Background: an optimization exercise with open tools, aiming at small area. Do not read the settings as production practice.
Only simulation tests tie the RTL to the original design; equivalence was not proved.
The clock input has no modelled driver; a real chip could not lean on it and would need a root buffer or a full tree.

==> job 7039: inputs <==
==> flow/design.v <==
module SEDE (input clk,
	     input rst,
	     input [7:0] pix_data,
	     output reg valid,
	     output reg [7:0] edge_out,
	     output reg busy);
	reg [8*32-1:0] sp;    
	reg [8*34-1:0] sn;    
	always @(posedge clk) begin
		sp <= {sp[8*31-1:0], pix_data};
		sn <= {sn[8*33-1:0], ~sp[8*31 +: 8]};
	end
	wire [7:0] na = sn[8*33 +: 8];   
	wire [7:0] nb = sn[8*32 +: 8];   
	wire [7:0] nc = sn[8*1  +: 8];   
	wire [7:0] pd = sp[8*31 +: 8];   
	wire [7:0] pe = sp[8*0  +: 8];   
	wire [7:0] pf = pix_data;        
	reg [10:0] cnt;
	wire en = ~cnt[10] | cnt[9];
	wire [10:0] inc;
	wire [10:0] cy;
	sede_ha u_inc0 (.a(cnt[0]), .b(en), .s(inc[0]), .co(cy[0]));
	genvar gi;
	generate
		for (gi = 1; gi < 10; gi = gi + 1) begin : g_inc
			sede_ha u_inc (.a(cnt[gi]), .b(cy[gi-1]), .s(inc[gi]), .co(cy[gi]));
		end
	endgenerate
	assign inc[10] = cnt[10] ^ cy[9];
	assign cy[10] = 1'b0;
	always @(posedge clk or posedge rst)
		if (rst)
			cnt <= 11'h7ff;
		else
			cnt <= inc;
	wire [10:0] t;
	wire w1, w2;
	sede_fa u_w1 (.a(na[0]), .b(nb[0]), .c(nc[0]), .s(w1), .co(w2));
	wire w3, w4;
	sede_fa u_w3 (.a(pd[0]), .b(pe[0]), .c(w1), .s(w3), .co(w4));
	wire w5, w6;
	sede_ha u_w5 (.a(w3), .b(pf[0]), .s(w5), .co(w6));
	wire w7, w8;
	sede_fa u_w7 (.a(na[1]), .b(nb[1]), .c(nc[1]), .s(w7), .co(w8));
	wire w9, w10;
	sede_fa u_w9 (.a(pd[1]), .b(pe[1]), .c(w2), .s(w9), .co(w10));
	wire w11, w12;
	sede_fa u_w11 (.a(w7), .b(w4), .c(w9), .s(w11), .co(w12));
	wire w13, w14;
	sede_fa u_w13 (.a(w11), .b(pf[1]), .c(w6), .s(w13), .co(w14));
	wire w15 = ~w13;
	wire w16, w17;
	sede_fa u_w16 (.a(na[2]), .b(nb[2]), .c(nc[2]), .s(w16), .co(w17));
	wire w18, w19;
	sede_fa u_w18 (.a(pd[2]), .b(pe[2]), .c(w8), .s(w18), .co(w19));
	wire w20, w21;
	sede_fa u_w20 (.a(w16), .b(w10), .c(w18), .s(w20), .co(w21));
	wire w22, w23;
	sede_fa u_w22 (.a(w12), .b(w20), .c(pf[2]), .s(w22), .co(w23));
	wire w24, w25;
	sede_fa u_w24 (.a(w22), .b(w14), .c(w13), .s(w24), .co(w25));
	wire w26, w27;
	sede_fa u_w26 (.a(na[3]), .b(nb[3]), .c(nc[3]), .s(w26), .co(w27));
	wire w28, w29;
	sede_fa u_w28 (.a(pd[3]), .b(pe[3]), .c(w17), .s(w28), .co(w29));
	wire w30, w31;
	sede_fa u_w30 (.a(w26), .b(w19), .c(w28), .s(w30), .co(w31));
	wire w32, w33;
	sede_fa u_w32 (.a(w21), .b(w30), .c(pf[3]), .s(w32), .co(w33));
	wire w34, w35;
	sede_fa u_w34 (.a(w23), .b(w32), .c(w25), .s(w34), .co(w35));
	wire w36, w37;
	sede_fa u_w36 (.a(na[4]), .b(nb[4]), .c(nc[4]), .s(w36), .co(w37));
	wire w38, w39;
	sede_fa u_w38 (.a(pd[4]), .b(pe[4]), .c(w27), .s(w38), .co(w39));
	wire w40, w41;
	sede_fa u_w40 (.a(w36), .b(w29), .c(w38), .s(w40), .co(w41));
	wire w42, w43;
	sede_fa u_w42 (.a(w31), .b(w40), .c(pf[4]), .s(w42), .co(w43));
	wire w44, w45;
	sede_fa u_w44 (.a(w33), .b(w42), .c(w35), .s(w44), .co(w45));
	wire w46, w47;
	sede_fa u_w46 (.a(na[5]), .b(nb[5]), .c(nc[5]), .s(w46), .co(w47));
	wire w48, w49;
	sede_fa u_w48 (.a(pd[5]), .b(pe[5]), .c(w37), .s(w48), .co(w49));
	wire w50, w51;
	sede_fa u_w50 (.a(w46), .b(w39), .c(w48), .s(w50), .co(w51));
	wire w52, w53;
	sede_fa u_w52 (.a(w41), .b(w50), .c(pf[5]), .s(w52), .co(w53));
	wire w54, w55;
	sede_fa u_w54 (.a(w43), .b(w52), .c(w45), .s(w54), .co(w55));
	wire w56, w57;
	sede_fa u_w56 (.a(na[6]), .b(nb[6]), .c(nc[6]), .s(w56), .co(w57));
	wire w58, w59;
	sede_fa u_w58 (.a(pd[6]), .b(pe[6]), .c(w47), .s(w58), .co(w59));
	wire w60, w61;
	sede_fa u_w60 (.a(w56), .b(w49), .c(w58), .s(w60), .co(w61));
	wire w62, w63;
	sede_fa u_w62 (.a(w51), .b(w60), .c(pf[6]), .s(w62), .co(w63));
	wire w64, w65;
	sede_fa u_w64 (.a(w53), .b(w62), .c(w55), .s(w64), .co(w65));
	wire w66, w67;
	sede_fa u_w66 (.a(na[7]), .b(nb[7]), .c(nc[7]), .s(w66), .co(w67));
	wire w68, w69;
	sede_fa u_w68 (.a(pd[7]), .b(pe[7]), .c(w57), .s(w68), .co(w69));
	wire w70, w71;
	sede_fa u_w70 (.a(w66), .b(w59), .c(w68), .s(w70), .co(w71));
	wire w72, w73;
	sede_fa u_w72 (.a(w61), .b(w70), .c(pf[7]), .s(w72), .co(w73));
	wire w74, w75;
	sede_fa u_w74 (.a(w63), .b(w72), .c(w65), .s(w74), .co(w75));
	wire w76, w77;
	sede_fa u_w76 (.a(w67), .b(w69), .c(w71), .s(w76), .co(w77));
	wire w78, w79;
	sede_fa u_w78 (.a(w76), .b(w73), .c(w75), .s(w78), .co(w79));
	wire w80, w81;
	sede_ha u_w80 (.a(w77), .b(w79), .s(w80), .co(w81));
	assign t = {w81, w80, w78, w74, w64, w54, w44, w34, w24, w15, w5};
	wire border = (cnt[10:6] == 5'd0) || (cnt[4:1] == 4'd0) || cnt[10];
	wire zero = border | t[10] | (t[9] & t[8]);
	wire [7:0] res = ~({8{zero}} | ({8{t[9]}} & t[7:0]));
	always @(posedge clk)
		edge_out <= res;
	always @(*) begin
		busy = cnt[10];
		valid = (cnt >= 11'd34);
	end
endmodule
module sede_fa (input a, input b, input c, output s, output co);
	assign s = a ^ b ^ c;
	assign co = (a & b) | (a & c) | (b & c);
endmodule
module sede_ha (input a, input b, output s, output co);
	assign s = a ^ b;
	assign co = a & b;
endmodule
==> flow/flow/run.sh <==
#!/bin/bash
# Standard layout, with CTS told not to add dummy balancing loads and the
# port buffers made with the smallest buffer cell.
set -euo pipefail
bash standard.sh finish \
  "CTS_ARGS=-sink_clustering_enable -repair_clock_nets -dont_use_dummy_load -sink_clustering_size 30 -sink_clustering_max_diameter 60 -buf_list {sky130_fd_sc_hd__clkbuf_16}" \
  "BUFFER_PORTS_ARGS=-buffer_cell sky130_fd_sc_hd__buf_1" > standard.log 2>&1
==> flow/standard.sh <==
#!/bin/bash
# synth_recipe.tcl (not shown) runs the flow's synth.tcl, then flattens the netlist and writes it again
# the make line also repeats each setting of config.mk as NAME=value (left out here)
make -C /OpenROAD-flow-scripts/flow DESIGN_CONFIG=/design/flow/config.mk WORK_HOME=/design/flow/orfs CLKGATE_MAP_FILE= SYNTH_SCRIPT=/design/flow/synth_recipe.tcl "${@:-finish}"
==> flow/config.mk <==
export PLATFORM = sky130hd
export DESIGN_NAME = SEDE
export DESIGN_NICKNAME = SEDE
export VERILOG_FILES = /design/flow/design.v
export SDC_FILE = /design/flow/constraint.sdc
export NUM_CORES = 4
export LEC_CHECK = 0
export ABC_AREA = 1
export CAP_MARGIN = 20
export CORE_MARGIN = 2
export CORE_UTILIZATION = 60
export SLEW_MARGIN = 20
export SYNTH_HIERARCHICAL = 1
export SYNTH_MINIMUM_KEEP_SIZE = 0
==> flow/constraint.sdc <==
create_clock -name core_clock -period 10.0 [get_ports {clk}]
set_input_delay 2.0000 -clock core_clock [delete_from_list [all_inputs] [get_ports {clk}]]
set_output_delay 2.0000 -clock core_clock [all_outputs]
set_load 0.01 [all_outputs]
==> inputs of job 5908, as changes to job 7039 <==
==> flow/flow/run.sh (replaced) <==
#!/bin/bash
# Standard layout, with CTS told not to add dummy balancing loads and the
# port buffers made with the smallest buffer cell.
set -euo pipefail
bash standard.sh finish \
  "CTS_ARGS=-sink_clustering_enable -repair_clock_nets -dont_use_dummy_load -sink_clustering_size 36 -sink_clustering_max_diameter 60 -buf_list {sky130_fd_sc_hd__clkbuf_16}" \
  "BUFFER_PORTS_ARGS=-buffer_cell sky130_fd_sc_hd__buf_1" > standard.log 2>&1
--- a/flow/config.mk
+++ b/flow/config.mk
@@ -9,5 +9,6 @@
 export CAP_MARGIN = 20
 export CORE_MARGIN = 2
-export CORE_UTILIZATION = 60
+export CORE_UTILIZATION = 75
+export PLACE_DENSITY = 0.85
 export SLEW_MARGIN = 20
 export SYNTH_HIERARCHICAL = 1
==> flow_metrics.env <==
export IMPL_crit_path_end="edge_out[7]"
export IMPL_p_sw_frac=0.204
export IMPL_cts_buffers=19
export IMPL_final_nets=746
export IMPL_outcome="no timing/DRC/antenna violations"
export IMPL_dr_pass1_iters=4
The numbers above come from job 5908.

==> flow_metrics.env <==
export IMPL_p_sw_frac=0.193
export IMPL_crit_path_end="edge_out[3]"
export IMPL_outcome="no timing/DRC/antenna violations"
export IMPL_cts_buffers=26
export IMPL_final_nets=753
The numbers above come from job 7039.


---

==> branch onyx: inputs <==
RTL: the design.v shown in full above, as it stands there.
clock: 10.0 ns
lec_check: 0
abc_area: 1
cap_margin: 20
core_margin: 2
core_utilization: 75
place_density: 0.85
slew_margin: 20
synth_hierarchical: 1
synth_minimum_keep_size: 0
standard.sh (not shown) runs the stock make flow with config.mk's settings and CLKGATE_MAP_FILE= SYNTH_SCRIPT=/design/flow/synth_recipe.tcl, a recipe that flattens the netlist after the stock synthesis.
==> flow/flow/run.sh <==
#!/bin/bash
# Standard layout, except that the clock tree is built by flow/mycts.tcl
# (root buffer -> 4 inverters -> 20 inverters -> flip-flops) and the port
# buffers use the smallest buffer cell. Output of the make run goes to
# standard.log; ORFS keeps each step's log under orfs/logs.
set -euo pipefail
export MYCTS_NLEAF=20
export MYCTS_NMID=4
export MYCTS_LEAF=sky130_fd_sc_hd__inv_8
export MYCTS_MID=sky130_fd_sc_hd__inv_8
export MYCTS_ROOT=sky130_fd_sc_hd__clkbuf_8
bash standard.sh finish \
  "PRE_CTS_TCL=$PWD/flow/mycts.tcl" \
  "BUFFER_PORTS_ARGS=-buffer_cell sky130_fd_sc_hd__buf_1" > standard.log 2>&1
==> flow/flow/mycts.tcl <==
# Clock tree built by hand, in place of TritonCTS. cts.tcl sources this file
# (PRE_CTS_TCL) and then calls clock_tree_synthesis, which this file redefines.
#
# Tree: clk port -> one root buffer -> MID inverters -> LEAF inverters -> flops.
# Two inversions, so every flop still sees the rising edge of clk. The flops
# are split into LEAF groups of (near) equal size by recursive bisection of
# their placement, and each group gets one inverter at its centre; the leaf
# inverters are grouped the same way under the MID inverters.

proc mycts_env { name default } {
  if { [info exists ::env($name)] && $::env($name) ne "" } { return $::env($name) }
  return $default
}

# items: list of {x y payload}; returns a list of n groups (lists of items)
proc mycts_split { items n } {
  if { $n <= 1 || [llength $items] <= 1 } { return [list $items] }
  set xs {}; set ys {}
  foreach it $items { lappend xs [lindex $it 0]; lappend ys [lindex $it 1] }
  set xs [lsort -integer $xs]; set ys [lsort -integer $ys]
  set w [expr {[lindex $xs end] - [lindex $xs 0]}]
  set h [expr {[lindex $ys end] - [lindex $ys 0]}]
  set key [expr {$w >= $h ? 0 : 1}]
  set sorted [lsort -integer -index $key $items]
  set n1 [expr {$n / 2}]
  set n2 [expr {$n - $n1}]
  set k [expr {int(round([llength $sorted] * double($n1) / $n))}]
  set a [lrange $sorted 0 [expr {$k - 1}]]
  set b [lrange $sorted $k end]
  return [concat [mycts_split $a $n1] [mycts_split $b $n2]]
}

proc mycts_centre { group } {
  set sx 0; set sy 0
  foreach it $group { set sx [expr {$sx + [lindex $it 0]}]; set sy [expr {$sy + [lindex $it 1]}] }
  set n [llength $group]
  return [list [expr {$sx / $n}] [expr {$sy / $n}]]
}

proc mycts_place { block inst x y } {
  # snap to the row grid; detailed_placement legalises afterwards
  set rows [$block getRows]
  set row [lindex $rows 0]
  set site [$row getSite]
  set sw [$site getWidth]
  set sh [$site getHeight]
  set core [$block getCoreArea]
  set x0 [$core xMin]; set y0 [$core yMin]
  set mw [[$inst getMaster] getWidth]
  set x [expr {$x - $mw / 2}]
  set x [expr {$x0 + (($x - $x0) / $sw) * $sw}]
  set y [expr {$y0 + (($y - $y0) / $sh) * $sh}]
  if { $x < $x0 } { set x $x0 }
  if { $y < $y0 } { set y $y0 }
  $inst setLocation $x $y
  $inst setPlacementStatus PLACED
}

proc mycts_driver { block master name x y innet } {
  set inst [odb::dbInst_create $block $master $name]
  mycts_place $block $inst $x $y
  set net [odb::dbNet_create $block "${name}_net"]
  $net setSigType CLOCK
  foreach it [$inst getITerms] {
    set mt [$it getMTerm]
    set sig [$mt getSigType]
    if { $sig eq "POWER" || $sig eq "GROUND" } { continue }
    if { [$mt getIoType] eq "OUTPUT" } {
      $it connect $net
    } else {
      $it connect $innet
    }
  }
  return [list $inst $net]
}

rename clock_tree_synthesis mycts_orig_clock_tree_synthesis
proc clock_tree_synthesis { args } {
  set nleaf [mycts_env MYCTS_NLEAF 14]
  set nmid [mycts_env MYCTS_NMID 3]
  set leafcell [mycts_env MYCTS_LEAF sky130_fd_sc_hd__clkinv_8]
  set midcell [mycts_env MYCTS_MID sky130_fd_sc_hd__clkinv_8]
  set rootcell [mycts_env MYCTS_ROOT sky130_fd_sc_hd__clkbuf_8]
  puts "mycts: $nleaf x $leafcell under $nmid x $midcell under $rootcell"

  set db [ord::get_db]
  set block [ord::get_db_block]
  set clknet [$block findNet clk]
  set leafm [$db findMaster $leafcell]
  set midm [$db findMaster $midcell]
  set rootm [$db findMaster $rootcell]

  set sinks {}
  foreach it [$clknet getITerms] {
    set inst [$it getInst]
    set bb [$inst getBBox]
    set x [expr {([$bb xMin] + [$bb xMax]) / 2}]
    set y [expr {([$bb yMin] + [$bb yMax]) / 2}]
    lappend sinks [list $x $y $it]
  }
  puts "mycts: [llength $sinks] sinks"
  foreach s $sinks { [lindex $s 2] disconnect }

  # root buffer at the centre of all sinks, fed by the clk port
  lassign [mycts_centre $sinks] cx cy
  lassign [mycts_driver $block $rootm "mycts_root" $cx $cy $clknet] rinst rnet

  set groups [mycts_split $sinks $nleaf]
  set leaves {}
  set i 0
  foreach g $groups {
    lassign [mycts_centre $g] x y
    lappend leaves [list $x $y $g $i]
    incr i
  }
  if { $nmid > 0 } {
    set mids [mycts_split $leaves $nmid]
  } else {
    set mids [list $leaves]
  }
  set j 0
  foreach mg $mids {
    if { $nmid > 0 } {
      lassign [mycts_centre $mg] x y
      lassign [mycts_driver $block $midm "mycts_mid_$j" $x $y $rnet] minst mnet
    } else {
      set mnet $rnet
    }
    foreach lf $mg {
      lassign $lf x y g i
      lassign [mycts_driver $block $leafm "mycts_leaf_$i" $x $y $mnet] linst lnet
      foreach s $g { [lindex $s 2] connect $lnet }
      puts "mycts: leaf $i under mid $j drives [llength $g] flops"
    }
    incr j
  }
  set_propagated_clock [all_clocks]
}
==> branch lagoon (differences from branch onyx) <==
==> flow/flow/run.sh (replaced) <==
#!/bin/bash
# Standard layout, with CTS told not to add dummy balancing loads and the
# port buffers made with the smallest buffer cell.
set -euo pipefail
bash standard.sh finish \
  "CTS_ARGS=-sink_clustering_enable -repair_clock_nets -dont_use_dummy_load -sink_clustering_size 40 -sink_clustering_max_diameter 50 -buf_list {sky130_fd_sc_hd__clkbuf_16}" \
  "BUFFER_PORTS_ARGS=-buffer_cell sky130_fd_sc_hd__buf_1" > standard.log 2>&1
removed: flow/flow/mycts.tcl
==> comparison <==
Branch lagoon died in clock tree synthesis. Branch onyx completed with no timing, DRC or antenna violations. In synthesized cell count, branch lagoon and branch onyx do not differ. Synthesized area is the same in branch onyx and branch lagoon.
In branch onyx the design's own scripts or RTL, not TritonCTS, make the clock network.

-- what the ideal ports hide --
No port has a modelled driver above. Below, the same layouts with a new extraction and two added sets of constraints. Step 1 sets driving cells, clkbuf_16 on the clock port and buf_2 on the other inputs (assumed; they add their load-dependent delay and slew). Step 2 adds t to the input delays and takes it off the output delays; t is the mean of the earliest and latest rising clock arrival at the registers after step 1. Input paths then give back, and output paths get back, about the clock's delay inside the block. Three values: ideal, step 1, step 2; two values: the first two.
run	t (ns)	setup WS [ns]	worst setup path after step 2	slew at the worst register clock pin (ns)
job 7039	0.575	3.995 / 3.995 / 3.460	input to register	0.10 / 0.10
job 5908	0.548	3.598 / 3.598 / 3.116	input to register	0.12 / 0.12
branch onyx	0.499	3.860 / 3.867 / 3.374	input to register	0.12 / 0.12
After both steps every run listed still meets setup and hold. The setup slack of job 7039, which loses most, moves by 0.000 ns with the drivers and by -0.535 ns with both steps.
